Background: an optimization exercise with open tools, aiming at small area. Do not read the settings as production practice. In this exercise RTL edits were held to simulation tests only and were not proved equivalent to the original.

Setup of v6:
==> flow/design.v <==
`timescale 1ns / 1ps
module step2048(input [3:0] a, input [3:0] b, output [3:0] ao, output [3:0] bo);
    wire z  = ~|a;
    wire eq = ~|(a ^ b);
    wire f = (~b[3] & ~(b[2] & b[1])) | (b[3] & b[1] & ~b[0]);
    wire m = z | eq;
    assign ao = m ? (z ? b : {b[2:0], f}) : a;
    assign bo = m ? 4'd0 : b;
endmodule
module line2048(input [15:0] i, output [15:0] o);
    wire [3:0] a0 = i[3:0], a1 = i[7:4], a2 = i[11:8], a3 = i[15:12];
    wire [3:0] b0, b1, c1, c2, d1, e1, e2, e3, f1, f2, g0, g1;
    step2048 s1(a0, a1, b0, b1);    
    step2048 s2(b1, a2, c1, c2);    
    step2048 s3(b0, c1, d1, e1);    
    step2048 s4(c2, a3, e2, e3);    
    step2048 s5(e1, e2, f1, f2);    
    step2048 s6(d1, f1, g0, g1);    
    assign o = {e3, f2, g1, g0};
endmodule
module move_in(input [63:0] bd, input A, input B, input ax, input fr, output [31:0] uin);
    function [3:0] cellv(input [63:0] b, input integer r, input integer c);
        cellv = b[(4*r+c)*4 +: 4];
    endfunction
    wire rn = ~ax & ~fr, rf = ~ax & fr, cn = ax & ~fr, cf = ax & fr;
    genvar gu, gp;
    generate for (gu = 0; gu < 2; gu = gu + 1) begin : u
        for (gp = 0; gp < 4; gp = gp + 1) begin : ip
            assign uin[gu*16 + gp*4 +: 4] =
                ({4{A & rn}} & cellv(bd, gu, gp))     | ({4{B & rn}} & cellv(bd, gu+2, gp))   |
                ({4{A & rf}} & cellv(bd, gu, 3-gp))   | ({4{B & rf}} & cellv(bd, gu+2, 3-gp)) |
                ({4{A & cn}} & cellv(bd, gp, gu))     | ({4{B & cn}} & cellv(bd, gp, gu+2))   |
                ({4{A & cf}} & cellv(bd, 3-gp, gu))   | ({4{B & cf}} & cellv(bd, 3-gp, gu+2));
        end
    end endgenerate
endmodule
module move_out(input [63:0] bd, input [31:0] uout, input A, input B, input clr, input pl,
                input ax, input [15:0] place, output [63:0] cur, output [63:0] bd_next);
    genvar gi, gj;
    generate for (gi = 0; gi < 4; gi = gi + 1) begin : ni
        for (gj = 0; gj < 4; gj = gj + 1) begin : nj
            wire [3:0] cR = uout[(gi%2)*16 + gj*4 +: 4];    
            wire [3:0] cC = uout[(gj%2)*16 + gi*4 +: 4];    
            wire bR = (gi >= 2) & B & ~ax;
            wire bC = (gj >= 2) & B & ax;
            wire [3:0] cv = ({4{bR}} & cR) | ({4{bC}} & cC) | ({4{~(bR | bC | clr)}} & bd[(4*gi+gj)*4 +: 4]);
            assign cur[(4*gi+gj)*4 +: 4] = cv;
            wire aR = (gi < 2) & A & ~ax;
            wire aC = (gj < 2) & A & ax;
            wire [3:0] pv = (pl & place[4*gi+gj]) ? 4'd1 : cv;
            wire [3:0] nv = ({4{aR}} & cR) | ({4{aC}} & cC) | ({4{~(aR | aC)}} & pv);
            assign bd_next[(4*gi+gj)*4 +: 4] = (gi == 0 && gj == 0) ? (nv | {3'b000, clr}) : nv;
        end
    end endgenerate
endmodule
module placer(input [63:0] cur, input hf, input vf, output [15:0] place, output placeable,
              output found_11);
    wire [15:0] blank, is11;
    genvar gi, gj;
    generate for (gi = 0; gi < 16; gi = gi + 1) begin : t
        assign blank[gi] = (cur[gi*4 +: 4] == 4'd0);
        assign is11[gi]  = (cur[gi*4 +: 4] == 4'b1000);
    end endgenerate
    assign placeable = |blank;
    assign found_11  = |is11;
    wire [15:0] stop = blank | is11;
    wire [3:0] rs = {|stop[15:12], |stop[11:8], |stop[7:4], |stop[3:0]};
    generate for (gi = 0; gi < 4; gi = gi + 1) begin : pr
        wire rb = vf ? |(rs >> (gi + 1)) : |(rs << (4 - gi));
        for (gj = 0; gj < 4; gj = gj + 1) begin : pc
            wire [3:0] rw = stop[4*gi +: 4];
            wire cb = hf ? |(rw >> (gj + 1)) : |(rw << (4 - gj));
            assign place[4*gi+gj] = blank[4*gi+gj] & ~rb & ~cb;
        end
    end endgenerate
endmodule
module display(input [9:0] hCount, input [9:0] vCount, input bright, input [63:0] cur,
               input hf, input vf, input bgset, input win, output [11:0] rgb);
    wire [10:0] t, u;
    genvar i;
    generate for (i = 0; i < 11; i = i + 1) begin : k
        assign t[i] = hCount >= 180 + 50*i;
        assign u[i] = hCount >= 221 + 50*i;
    end endgenerate
    wire keyh = |(t & ~u);
    wire keyv = (vCount >= 40) && (vCount < 81);
    wire inkey = keyh & keyv;
    wire [3:0] kexp;
    assign kexp[0] = ~t[3] | (t[4] & ~t[5]) | (t[6] & ~t[8]);
    assign kexp[1] = (t[1] & ~t[4]) | (t[5] & ~t[6]) | (t[7] & ~t[9]);
    assign kexp[2] = (t[2] & ~t[5]) | (t[6] & ~t[7]) | (t[8] & ~t[10]);
    assign kexp[3] = (t[3] & ~t[6]) | (t[7] & ~t[8]) | t[9];
    wire [3:0] rt, ru, ct, cu;
    generate for (i = 0; i < 4; i = i + 1) begin : b
        assign rt[i] = vCount >= 180 + 45*i;
        assign ru[i] = vCount >= 221 + 45*i;
        assign ct[i] = hCount >= 380 + 45*i;
        assign cu[i] = hCount >= 421 + 45*i;
    end endgenerate
    wire [3:0] ir = rt & ~ru, ic = ct & ~cu;    
    wire inboard = |ir & |ic;
    wire [3:0] pr = vf ? {ir[0], ir[1], ir[2], ir[3]} : ir;
    wire [3:0] pc = hf ? {ic[0], ic[1], ic[2], ic[3]} : ic;
    reg [3:0] bexp;
    reg [3:0] colv;
    integer r, c;
    always @(*) begin
        bexp = 4'd0;
        for (c = 0; c < 4; c = c + 1) begin
            colv = 4'd0;
            for (r = 0; r < 4; r = r + 1)
                colv = colv | ({4{pr[r]}} & cur[(4*r+c)*4 +: 4]);
            bexp = bexp | ({4{pc[c]}} & colv);
        end
    end
    wire [3:0] e = inkey ? kexp : bexp;
    reg [11:0] color;
    always @(*)
        case (e)
            4'b0000: color = 12'h666;    
            4'b0001: color = 12'hEDC;    
            4'b0010: color = 12'hC23;    
            4'b0011: color = 12'hC98;    
            4'b0100: color = 12'h2B4;    
            4'b0101: color = 12'hEB4;    
            4'b0110: color = 12'h8B5;    
            4'b0111: color = 12'hD95;    
            4'b1000: color = 12'h15D;    
            4'b1001: color = 12'hBD4;    
            4'b1010: color = 12'hF33;    
            4'b1011: color = 12'hFB0;    
            4'b1100: color = 12'h4AD;    
            4'b1101: color = 12'hF65;    
            4'b1110: color = 12'hF84;    
            4'b1111: color = 12'hF44;    
        endcase
    wire [11:0] background = ~bgset ? 12'hFFF : (win ? 12'h080 : 12'h800);
    assign rgb = ~bright ? 12'h000 : (inkey | inboard) ? color : background;
endmodule
module ee354_2048(Clk, Reset, q_I, q_Wait, q_Up, q_Down, q_Right, q_Left, q_Win, q_Lose, up, down, left, right, hCount, vCount, rgb, background, bright);
input Clk, Reset;
input up, down, left, right;
input [9:0] hCount, vCount;
input bright;
output q_I, q_Wait, q_Up, q_Down, q_Right, q_Left, q_Win, q_Lose;
output [11:0] rgb;
output [11:0] background;
reg sI, sW, sM, sWin, sLose;
reg ax;           
reg fr;           
reg hf, vf;       
reg bgset;        
reg pend;
wire far = fr ^ (ax ? vf : hf);
assign q_I = sI;
assign q_Wait = sW;
assign q_Up = sM & ax & ~far;
assign q_Down = sM & ax & far;
assign q_Left = sM & ~ax & ~far;
assign q_Right = sM & ~ax & far;
assign q_Win = sWin;
assign q_Lose = sLose;
assign background = ~bgset ? 12'hFFF : (sWin ? 12'h080 : 12'h800);
reg [63:0] bd;    
wire A = sM;            
wire B = pend;          
wire [31:0] uin, uout;
wire [63:0] cur, bd_next;
wire [15:0] place;
wire placeable, found_11;
move_in mi(.bd(bd), .A(A), .B(B), .ax(ax), .fr(fr), .uin(uin));
line2048 ln0(uin[15:0], uout[15:0]);
line2048 ln1(uin[31:16], uout[31:16]);
move_out mo(.bd(bd), .uout(uout), .A(A), .B(B), .clr(sI), .pl(B), .ax(ax),
            .place(place), .cur(cur), .bd_next(bd_next));
placer pc(.cur(cur), .hf(hf), .vf(vf), .place(place), .placeable(placeable), .found_11(found_11));
display dp(.hCount(hCount), .vCount(vCount), .bright(bright), .cur(cur), .hf(hf), .vf(vf),
           .bgset(bgset), .win(sWin), .rgb(rgb));
always @(posedge Clk)
    bd <= bd_next;
wire go = ~found_11 & placeable & (up | down | left | right);
always @(posedge Clk) begin
    if (sW) begin
        ax <= up | down;
        fr <= (up | down) ? (~up ^ vf) : (~left ^ hf);
    end
    if (sI) begin
        hf <= 1'b0;
        vf <= 1'b0;
    end else if (sM & fr) begin
        hf <= hf ^ ~ax;
        vf <= vf ^ ax;
    end
end
always @(posedge Clk, posedge Reset)
begin
    if (Reset) begin
        sI <= 1'b1;
        sW <= 1'b0;
        sM <= 1'b0;
        sWin <= 1'b0;
        sLose <= 1'b0;
        bgset <= 1'b0;
        pend <= 1'b0;
    end else begin
        pend <= sI | sM;
        sI <= 1'b0;
        sW <= sI | sM | (sW & ~found_11 & placeable & ~go);
        sM <= sW & go;
        sWin <= sWin | (sW & found_11);
        sLose <= sLose | (sW & ~found_11 & ~placeable);
        bgset <= sWin | sLose;
    end
end
endmodule
export LEC_CHECK = 0
export CAP_MARGIN = 20
export CORE_MARGIN = 2
export CORE_UTILIZATION = 40
export SLEW_MARGIN = 20
create_clock -name core_clock -period 15.0 [get_ports {Clk}]
standard.sh (not shown) runs the stock make flow with config.mk's settings and CLKGATE_MAP_FILE= SYNTH_SCRIPT=/design/flow/synth_recipe.tcl, a recipe that flattens the netlist after the stock synthesis.
==> flow/flow/run.sh <==
#!/bin/bash
# Layout flow: the standard layout, with the synthesis step run by the standard flow's own
# synthesis script but an area-oriented ABC mapping script (area.abc) in place of
# ORFS's speed script. Everything before and after ABC (flip-flop mapping, flattening,
# renaming) is the standard flow's synthesis unchanged, so the registers keep their names and cells.
# The later steps are the standard.sh with smaller port buffers, no timing-driven
# global placement and smaller clock-tree buffers (clkbuf_8) and a denser floorplan.
set -euo pipefail
W=$(pwd)
export AREA_ABC_SCRIPT="$W/flow/area.abc"
export FLOW_SYNTH_TCL="$W/synth_recipe.tcl"
make -C "$FLOW_HOME" DESIGN_CONFIG="$W/config.mk" WORK_HOME="$W/orfs" CLKGATE_MAP_FILE= \
    SYNTH_SCRIPT="$W/flow/synth_area.tcl" synth > "$W/synth.log" 2>&1
bash "$W/standard.sh" \
    "BUFFER_PORTS_ARGS=-buffer_cell sky130_fd_sc_hd__buf_1" \
    GPL_TIMING_DRIVEN=0 \
    "CTS_ARGS=-sink_clustering_enable -repair_clock_nets -dont_use_dummy_load -buf_list sky130_fd_sc_hd__clkbuf_8" \
    CAP_MARGIN=10 SLEW_MARGIN=10 CORE_UTILIZATION=60 \
    finish > "$W/layout.log" 2>&1
==> flow/flow/area.abc <==
strash
&get -n
&fraig -x
&put
scorr
dc2
dretime
strash
dc2
balance
rewrite
refactor
balance
rewrite
rewrite -z
balance
refactor -z
rewrite -z
balance
dc2
balance
rewrite
refactor
balance
rewrite
rewrite -z
balance
refactor -z
rewrite -z
balance
&get -n
&deepsyn -T 300
&dch -f -C 32
&nf -R 1000 -p -C 32 -F 8 -A 4 -E 10
&put
==> flow/flow/synth_area.tcl <==
# synth_recipe.tcl with ORFS's ABC call redirected to the area script in AREA_ABC_SCRIPT,
# and no extraction of half and full adders (ABC maps that logic with the rest)
proc abc {args} {
  set i [lsearch -exact $args -script]
  if { $i >= 0 } {
    set args [lreplace $args [expr { $i + 1 }] [expr { $i + 1 }] $::env(AREA_ABC_SCRIPT)]
  }
  puts "area abc: $args"
  yosys abc {*}$args
}
# leave half and full adders to ABC
proc extract_fa {args} { puts "extract_fa skipped" }
# the smallest buffer for output ports that share a net (they get port buffers later)
set ::env(MIN_BUF_CELL_AND_PORTS) "sky130_fd_sc_hd__buf_1 A X"
source $::env(FLOW_SYNTH_TCL)
Setup changes, v6 to v7
==> flow/design.v, changed modules only <==
module ee354_2048(Clk, Reset, q_I, q_Wait, q_Up, q_Down, q_Right, q_Left, q_Win, q_Lose, up, down, left, right, hCount, vCount, rgb, background, bright);
input Clk, Reset;
input up, down, left, right;
input [9:0] hCount, vCount;
input bright;
output q_I, q_Wait, q_Up, q_Down, q_Right, q_Left, q_Win, q_Lose;
output [11:0] rgb;
output [11:0] background;
reg [2:0] st;
wire sI = (st == 3'b000);
wire sW = ~st[2] & st[0];
wire sM = ~st[2] & st[1] & ~st[0];
wire sWin = st[2] & ~st[1];
wire sLose = st[2] & st[1];
wire bgset = st[2] & st[0];
wire pend = ~st[2] & ~st[1] & st[0];
reg ax;           
reg fr;           
reg hf, vf;       
wire far = fr ^ (ax ? vf : hf);
assign q_I = sI;
assign q_Wait = sW;
assign q_Up = sM & ax & ~far;
assign q_Down = sM & ax & far;
assign q_Left = sM & ~ax & ~far;
assign q_Right = sM & ~ax & far;
assign q_Win = sWin;
assign q_Lose = sLose;
assign background = ~bgset ? 12'hFFF : (sWin ? 12'h080 : 12'h800);
reg [63:0] bd;    
wire A = sM;            
wire B = pend;          
wire [31:0] uin, uout;
wire [63:0] cur, bd_next;
wire [15:0] place;
wire placeable, found_11;
move_in mi(.bd(bd), .A(A), .B(B), .ax(ax), .fr(fr), .uin(uin));
line2048 ln0(uin[15:0], uout[15:0]);
line2048 ln1(uin[31:16], uout[31:16]);
move_out mo(.bd(bd), .uout(uout), .A(A), .B(B), .clr(sI), .pl(B), .ax(ax),
            .place(place), .cur(cur), .bd_next(bd_next));
placer pc(.cur(cur), .hf(hf), .vf(vf), .place(place), .placeable(placeable), .found_11(found_11));
display dp(.hCount(hCount), .vCount(vCount), .bright(bright), .cur(cur), .hf(hf), .vf(vf),
           .bgset(bgset), .win(sWin), .rgb(rgb));
always @(posedge Clk)
    bd <= bd_next;
always @(posedge Clk) begin
    if (sW) begin
        ax <= up | down;
        fr <= (up | down) ? (~up ^ vf) : (~left ^ hf);
    end
    if (sI) begin
        hf <= 1'b0;
        vf <= 1'b0;
    end else if (sM & fr) begin
        hf <= hf ^ ~ax;
        vf <= vf ^ ax;
    end
end
always @(posedge Clk, posedge Reset)
begin
    if (Reset)
        st <= 3'b000;
    else begin
        st[2] <= st[2] | (sW & (found_11 | ~placeable));
        st[1] <= st[2] ? st[1] : (sW & ~found_11);
        st[0] <= st[2] | ~st[0] | (~found_11 & placeable & ~(up | down | left | right));
    end
end
endmodule
### Flow results
Compared to v6, v7 has post-synthesis cell count about 3% higher. From v6 to v7 the numbers moved as follows: met2 track demand over resource in global routing went up 0.36 points; cell count of the worst hold path went up 1; worst-case reg-to-reg path depth rose by 10. Share of the cycle needed by the critical path after routing on v7 is down relative to v6. From v6 to v7 the numbers moved as follows: core utilization up 2.0 points. Looking at area of all placed cells without fillers across both flows, v7 is the weaker of the two, with v6 ahead. Of v6 and v7, v7 shows the lower site row count, with v6 above it. On final critical-path required period, v6 loses to v7.

==> static timing again, ports no longer ideal <==
Ports are ideal in the flow. The routed layouts listed here were re-timed in OpenROAD.
Step 1: set_driving_cell puts a clkbuf_16 on Clk and a buf_2 on each other input, an assumption about the parent block.
Step 2 adds t to the input delays and takes it off the output delays; t is the mean of the earliest and latest rising clock arrival at the registers after step 1. Input paths then give back, and output paths get back, about the clock's delay inside the block.
Three values: no drivers, after step 1, after step 2; two values: the first two.
| run | t, ns | setup slack, ns | worst setup path after step 2 | worst slew at a driven data input, ns | cell pins on the clock port's net |
|---|---|---|---|---|---|
| v6 | 0.401 | 0.745 / 0.709 / 1.111 | register to output | 0.03 | 1 |
| v7 | 0.394 | 0.814 / 0.783 / 1.177 | register to output | 0.03 | 1 |
After both steps setup and hold are still met in every run listed.
